Source: an optimization exercise on an open RTL-to-GDS flow (aim: small area). Production flows keep margins and buffers that such runs may drop. In this exercise RTL edits were held to simulation tests only and were not proved equivalent to the original. No driver is modelled on the clock port, so clock power and skew are understated where the tree is cut down; a real chip needs a root buffer or a tree. Power is estimated from default activity; no workload was simulated.

Setup of maple:
==> module keyboard_scan, before the edit <==
module keyboard_scan(
    input                clk,
    input                rstn,
    input        [3 :0]  col,
    output       [3 :0]  row,
    output reg   [3 :0]  cap,
    output reg           init,
    output               upd,
    output       [1 :0]  sel,
    output       [3 :0]  phase
);
reg [11:0] v;
reg        hp;
reg [1:0]  ri;
wire wrap = &v;
wire rot  = wrap & hp;
always @(posedge clk) begin
    if (!rstn) begin
        v    <= 12'd1596;
        hp   <= 1'b1;
        ri   <= 2'd0;
        init <= 1'b1;
    end else begin
        v <= wrap ? 12'd1596 : v + 12'd1;
        {ri, hp} <= {ri, hp} + wrap;
        if (rot)
            init <= 1'b0;
    end
end
always @(posedge clk)
    if (!hp) cap <= col;
assign upd   = hp & ~(v[11] | v[8] | v[7] | v[5] | v[4] | v[3]) & (v[2] == ri[1]);
assign sel   = v[1:0];
assign row   = ~(4'b0001 << ri);
wire       pls = ~hp & (v[10:0] == 11'd622);
wire [3:0] oh  = 4'b0001 << ri;
assign phase = {4{pls}} & {oh[1:0], oh[3:2]};
endmodule
==> module keyboard_filter, before the edit <==
module keyboard_filter(
    input           clk,
    input  [3 : 0]  cap,
    input           init,
    input           upd,
    input  [1 : 0]  sel,
    input  [3 : 0]  phase,
    output [15: 0]  key_pulse
);
localparam [5:0] REL = 6'd0;
reg  [95:0] ring;    
wire [5:0] cur = ring[95:90];
wire       rel = cap[sel];
reg  [5:0] nxt;
always @(*) begin
    if (init | (upd & rel))
        nxt = REL;
    else if (upd)
        nxt = (cur[5] & cur[4] & cur[2] & cur[1]) ? cur : cur + 6'd1;
    else
        nxt = cur;
end
always @(posedge clk)
    ring <= {ring[89:0], nxt};
genvar c;
generate
    for (c = 0; c < 4; c = c + 1) begin : g_pulse
        wire [5:0] k01 = ring[6*((13 - 4 - c) % 16) +: 6];
        wire [5:0] k23 = ring[6*((13 - 4 - c - 4) % 16) +: 6];
        wire t01 = k01[5] & k01[4] & k01[2] & k01[0];
        wire t23 = k23[5] & k23[4] & k23[2] & k23[0];
        assign key_pulse[c]      = phase[0] & t01;
        assign key_pulse[4 + c]  = phase[1] & t01;
        assign key_pulse[8 + c]  = phase[2] & t23;
        assign key_pulse[12 + c] = phase[3] & t23;
    end
endgenerate
endmodule
export LEC_CHECK = 0
export CAP_MARGIN = 20
export CORE_MARGIN = 2
export CORE_UTILIZATION = 70
export PLACE_DENSITY = 0.8
export SLEW_MARGIN = 20
create_clock -name core_clock -period 10.0 [get_ports {clk}]
standard.sh (not shown) runs the stock make flow with config.mk's settings and CLKGATE_MAP_FILE= SYNTH_SCRIPT=/design/flow/synth_recipe.tcl, a recipe that flattens the netlist after the stock synthesis.
==> flow/flow/run.sh <==
#!/bin/bash
# Standard ORFS layout with these changes:
#  - after the standard synthesis, flow/remap.tcl re-maps its combinational
#    logic for area with Yosys/ABC (flow/remap.abc); the flip-flops are kept as
#    the standard synthesis made them. The standard netlist is kept as
#    1_2_yosys_standard.v beside the re-mapped 1_2_yosys.v;
#  - optionally (RMP_PASSES > 0) flow/restructure.tcl re-maps the logic again
#    with OpenROAD's restructure after floorplanning;
#  - flow/clocktree.tcl builds the clock tree by hand in place of TritonCTS;
#  - the port buffers are sky130_fd_sc_hd__buf_1.
# Each tool's output goes to a log in this folder (ORFS also keeps its step
# logs under orfs/logs).
set -euo pipefail
here=$(pwd)
res=$here/orfs/results/$FLOW_PLATFORM/keyboard/base
lib=$FLOW_HOME/platforms/$FLOW_PLATFORM/lib/sky130_fd_sc_hd__tt_025C_1v80.lib

bash standard.sh synth > synth.log 2>&1

python3 flow/libmodels.py $lib cell_models.v > libmodels.log 2>&1
cp $res/1_2_yosys.v $res/1_2_yosys_standard.v
dont_use=$(sed -n '/^export DONT_USE_CELLS += /,/^$/p' $FLOW_HOME/platforms/$FLOW_PLATFORM/config.mk | tr -d '\\' | tr ' ' '\n' | grep '^sky130' | tr '\n' ' ')
REMAP_IN=$res/1_2_yosys_standard.v REMAP_OUT=$res/1_2_yosys.v REMAP_CELLS=$here/cell_models.v \
  REMAP_ABC=$here/flow/remap.abc REMAP_LIB=$lib REMAP_DONT_USE="$dont_use" \
  yosys -c flow/remap.tcl > remap.log 2>&1

export CLK_SLEW_TARGET=0.12
export CLK_BUFS="sky130_fd_sc_hd__clkbuf_2 sky130_fd_sc_hd__clkbuf_4 sky130_fd_sc_hd__clkbuf_8 sky130_fd_sc_hd__clkbuf_16"
export CLK_ROOT_BUFS="sky130_fd_sc_hd__clkbuf_2 sky130_fd_sc_hd__clkbuf_4 sky130_fd_sc_hd__clkbuf_8"
export RMP_PASSES=${RMP_PASSES:-0}
hooks="PRE_CTS_TCL=$here/flow/clocktree.tcl"
if [ "$RMP_PASSES" -gt 0 ]; then hooks="$hooks POST_FLOORPLAN_TCL=$here/flow/restructure.tcl"; fi
bash standard.sh $hooks "BUFFER_PORTS_ARGS=-buffer_cell sky130_fd_sc_hd__buf_1" finish > standard_flow.log 2>&1
Other scripts of this flow, unchanged in this note and not shown: flow/flow/clocktree.tcl, flow/flow/libmodels.py, flow/flow/remap.abc, flow/flow/remap.tcl, flow/flow/restructure.tcl
Setup changes, maple to pine
--- a/flow/design.v
+++ b/flow/design.v
@@ -6,36 +6,43 @@
     output reg   [3 :0]  cap,
     output reg           init,
     output               upd,
     output       [1 :0]  sel,
     output       [3 :0]  phase
 );
-reg [11:0] v;
-reg        hp;
-reg [1:0]  ri;
-wire wrap = &v;
+reg [1:0] l;
+reg [9:0] hs;                        
+wire [9:0] h = hs ^ 10'b1010101010;
+reg       hp;
+reg [1:0] ri;
+wire h_end = h[7] & h[6] & h[4] & h[3] & ~h[2] & h[0];                  
+wire h_pls = ~h[9] & h[8] & ~h[7] & ~h[4] & ~h[3] & h[2] & ~h[1] & h[0];  
+wire h_w   = h[9] & h[7] & h[6] & h[4] & ~h[2] & ~h[1] & h[0];           
+wire wrap = h_end & (l == 2'd3);
 wire rot  = wrap & hp;
 always @(posedge clk) begin
     if (!rstn) begin
-        v    <= 12'd1596;
+        l    <= 2'd0;
+        hs   <= 10'b1010101010;      
         hp   <= 1'b1;
         ri   <= 2'd0;
         init <= 1'b1;
     end else begin
-        v <= wrap ? 12'd1596 : v + 12'd1;
+        l <= l + 2'd1;
+        hs <= (h_end ? 10'd0 : {h[8:0], ~(h[9] ^ h[2])}) ^ 10'b1010101010;
         {ri, hp} <= {ri, hp} + wrap;
         if (rot)
             init <= 1'b0;
     end
 end
 always @(posedge clk)
     if (!hp) cap <= col;
-assign upd   = hp & ~(v[11] | v[8] | v[7] | v[5] | v[4] | v[3]) & (v[2] == ri[1]);
-assign sel   = v[1:0];
+assign upd   = hp & h_w & (h[5] ^ ri[1]);    
+assign sel   = l;
 assign row   = ~(4'b0001 << ri);
-wire       pls = ~hp & (v[10:0] == 11'd622);
+wire       pls = ~hp & (l == 2'd2) & h_pls;
 wire [3:0] oh  = 4'b0001 << ri;
 assign phase = {4{pls}} & {oh[1:0], oh[3:2]};
 endmodule
 module keyboard_filter(
     input           clk,
     input  [3 : 0]  cap,
@@ -51,25 +58,31 @@
 wire       rel = cap[sel];
 reg  [5:0] nxt;
 always @(*) begin
     if (init | (upd & rel))
         nxt = REL;
     else if (upd)
-        nxt = (cur[5] & cur[4] & cur[2] & cur[1]) ? cur : cur + 6'd1;
+        nxt = (cur[5] & cur[4] & cur[3] & cur[1] & cur[0]) ? cur : {cur[4:0], ~(cur[5] ^ cur[0])};
     else
         nxt = cur;
 end
 always @(posedge clk)
     ring <= {ring[89:0], nxt};
+localparam integer M01 = 90;
+localparam integer M23 = 310;
 genvar c;
 generate
     for (c = 0; c < 4; c = c + 1) begin : g_pulse
-        wire [5:0] k01 = ring[6*((13 - 4 - c) % 16) +: 6];
-        wire [5:0] k23 = ring[6*((13 - 4 - c - 4) % 16) +: 6];
-        wire t01 = k01[5] & k01[4] & k01[2] & k01[0];
-        wire t23 = k23[5] & k23[4] & k23[2] & k23[0];
+        localparam integer Q01 = (c + 4 - M01 % 4) % 4;
+        localparam integer Q23 = (c + 4 - M23 % 4) % 4;
+        localparam integer P01 = (13 + 32 - M01 % 16 - Q01) % 16;
+        localparam integer P23 = (13 + 32 - M23 % 16 - Q23) % 16;
+        wire [5:0] k01 = ring[6*P01 +: 6];
+        wire [5:0] k23 = ring[6*P23 +: 6];
+        wire t01 = k01[5] & k01[4] & k01[3] & k01[2];
+        wire t23 = k23[5] & k23[4] & k23[3] & k23[2];
         assign key_pulse[c]      = phase[0] & t01;
         assign key_pulse[4 + c]  = phase[1] & t01;
         assign key_pulse[8 + c]  = phase[2] & t23;
         assign key_pulse[12 + c] = phase[3] & t23;
     end
 endgenerate
==> comparison <==
In pine, pin count of the biggest net entering global routing is higher than in maple. What pine reported for achievable frequency has to be multiplied by 0.887 to get the figure for maple. pine against maple: net switching fraction of the power now sits lower, wire length now sits lower, switching power summed over all nets now sits lower, clock latency on the worst-skew pair now sits lower, setup slack now sits higher. Looking only at global-route usage, and setting everything else aside, the higher value of maple and pine goes to pine. pine did not stop at any stage, and its layout met the timing, design-rule and antenna checks. Cmp maple and pine / post-layout minimum cycle time / lower: pine. Vias per cell across maple and pine: no real change.
In every run of this note, the design's own scripts or RTL, not TritonCTS, make the clock network.

========
Another version of the RTL of keyboard (not shown whole).
Size in the first run: roughly 210 cells after synthesis, ~2900 µm² of cells after synthesis.
## keyboard
module keyboard(
    input             clk,
    input             rstn,
    input    [3 :0]   col,
    output   [3 :0]   row,
    output   [15:0]   key_pulse
);
==> module keyboard_filter, before the edit <==
module keyboard_filter(
    input           clk,
    input  [3 : 0]  cap,
    input           init,
    input           upd,
    input  [1 : 0]  sel,
    input  [3 : 0]  phase,
    output [15: 0]  key_pulse
);
localparam [5:0] REL = 6'd0;
reg  [95:0] ring;    
wire [5:0] cur = ring[95:90];
wire       rel = cap[sel];
reg  [5:0] nxt;
always @(*) begin
    if (init | (upd & rel))
        nxt = REL;
    else if (upd)
        nxt = (cur[5] & cur[4] & cur[2] & cur[1]) ? cur : cur + 6'd1;
    else
        nxt = cur;
end
always @(posedge clk)
    ring <= {ring[89:0], nxt};
localparam integer M01 = 299;
localparam integer M23 = 327;
genvar c;
generate
    for (c = 0; c < 4; c = c + 1) begin : g_pulse
        localparam integer Q01 = (c + 4 - M01 % 4) % 4;
        localparam integer Q23 = (c + 4 - M23 % 4) % 4;
        localparam integer P01 = (13 + 32 - M01 % 16 - Q01) % 16;
        localparam integer P23 = (13 + 32 - M23 % 16 - Q23) % 16;
        wire [5:0] k01 = ring[6*P01 +: 6];
        wire [5:0] k23 = ring[6*P23 +: 6];
        wire t01 = k01[5] & k01[4] & k01[2] & k01[0];
        wire t23 = k23[5] & k23[4] & k23[2] & k23[0];
        assign key_pulse[c]      = phase[0] & t01;
        assign key_pulse[4 + c]  = phase[1] & t01;
        assign key_pulse[8 + c]  = phase[2] & t23;
        assign key_pulse[12 + c] = phase[3] & t23;
    end
endgenerate
endmodule
export LEC_CHECK = 0
export CAP_MARGIN = 20
export CORE_MARGIN = 2
export CORE_UTILIZATION = 70
export PLACE_DENSITY = 0.8
export SLEW_MARGIN = 20
create_clock -name core_clock -period 10.0 [get_ports {clk}]
Scripts as last shown in full above: flow/flow/run.sh
Other scripts of this flow, unchanged in this note and not shown: flow/flow/clocktree.tcl, flow/flow/libmodels.py, flow/flow/remap.abc, flow/flow/remap.tcl, flow/flow/restructure.tcl
Next try:
--- a/flow/design.v
+++ b/flow/design.v
@@ -59,11 +59,11 @@
 reg  [5:0] nxt;
 always @(*) begin
     if (init | (upd & rel))
         nxt = REL;
     else if (upd)
-        nxt = (cur[5] & cur[4] & cur[2] & cur[1]) ? cur : cur + 6'd1;
+        nxt = (cur[5] & cur[4] & cur[3] & cur[1] & cur[0]) ? cur : {cur[4:0], ~(cur[5] ^ cur[0])};
     else
         nxt = cur;
 end
 always @(posedge clk)
     ring <= {ring[89:0], nxt};
@@ -76,12 +76,12 @@
         localparam integer Q23 = (c + 4 - M23 % 4) % 4;
         localparam integer P01 = (13 + 32 - M01 % 16 - Q01) % 16;
         localparam integer P23 = (13 + 32 - M23 % 16 - Q23) % 16;
         wire [5:0] k01 = ring[6*P01 +: 6];
         wire [5:0] k23 = ring[6*P23 +: 6];
-        wire t01 = k01[5] & k01[4] & k01[2] & k01[0];
-        wire t23 = k23[5] & k23[4] & k23[2] & k23[0];
+        wire t01 = k01[5] & k01[4] & k01[3] & k01[2];
+        wire t23 = k23[5] & k23[4] & k23[3] & k23[2];
         assign key_pulse[c]      = phase[0] & t01;
         assign key_pulse[4 + c]  = phase[1] & t01;
         assign key_pulse[8 + c]  = phase[2] & t23;
         assign key_pulse[12 + c] = phase[3] & t23;
     end
Sequential share of layout area rose by 0.46 points.
Wire length fell by 2.8%.
Cell area fell by 0.60%.
Clock skew rose by 17 ps.
Worst setup slack gains 150 ps.
Area after synthesis fell by 0.44%.
Global-route usage rose by 0.30 points.
Via count fell by 3.9%.
Power hardly moves.
In every run of this note, the design's own scripts or RTL, not TritonCTS, make the clock network.

[afterwards: timing with drivers on the ports]
In the flow no input, the clock included, has a driving cell. The finished layouts below were timed again as built, in two steps.
Step 1: set_driving_cell puts a clkbuf_16 on clk and a buf_2 on each other input, an assumption about the parent block.
Step 2 moves the port delays by t, midway between the first and last clock arrival at a register: inputs arrive t later, outputs are due t later. That takes back most of the time a late clock gives input paths.
Slacks: ideal / step 1 / step 2; pairs: ideal / step 1.
| run | t (ns) | setup slack, ns | hold slack, ns | worst register clock-pin slew, ns | cell pins on the clock port's net |
|---|---|---|---|---|---|
| maple | 0.524 | 5.584 / 5.561 / 6.085 | 0.331 / 0.331 / 0.331 | 0.12 / 0.12 | 1 |
| pine | 0.443 | 6.083 / 6.059 / 6.502 | 0.331 / 0.331 / 0.331 | 0.12 / 0.12 | 1 |
| the first run of note 2 | 0.532 | 5.532 / 5.509 / 6.040 | 0.321 / 0.321 / 0.321 | 0.11 / 0.11 | 1 |
| the second run of note 2 | 0.425 | 5.679 / 5.657 / 6.082 | 0.330 / 0.330 / 0.330 | 0.12 / 0.12 | 1 |
After both steps every run listed still meets setup and hold.
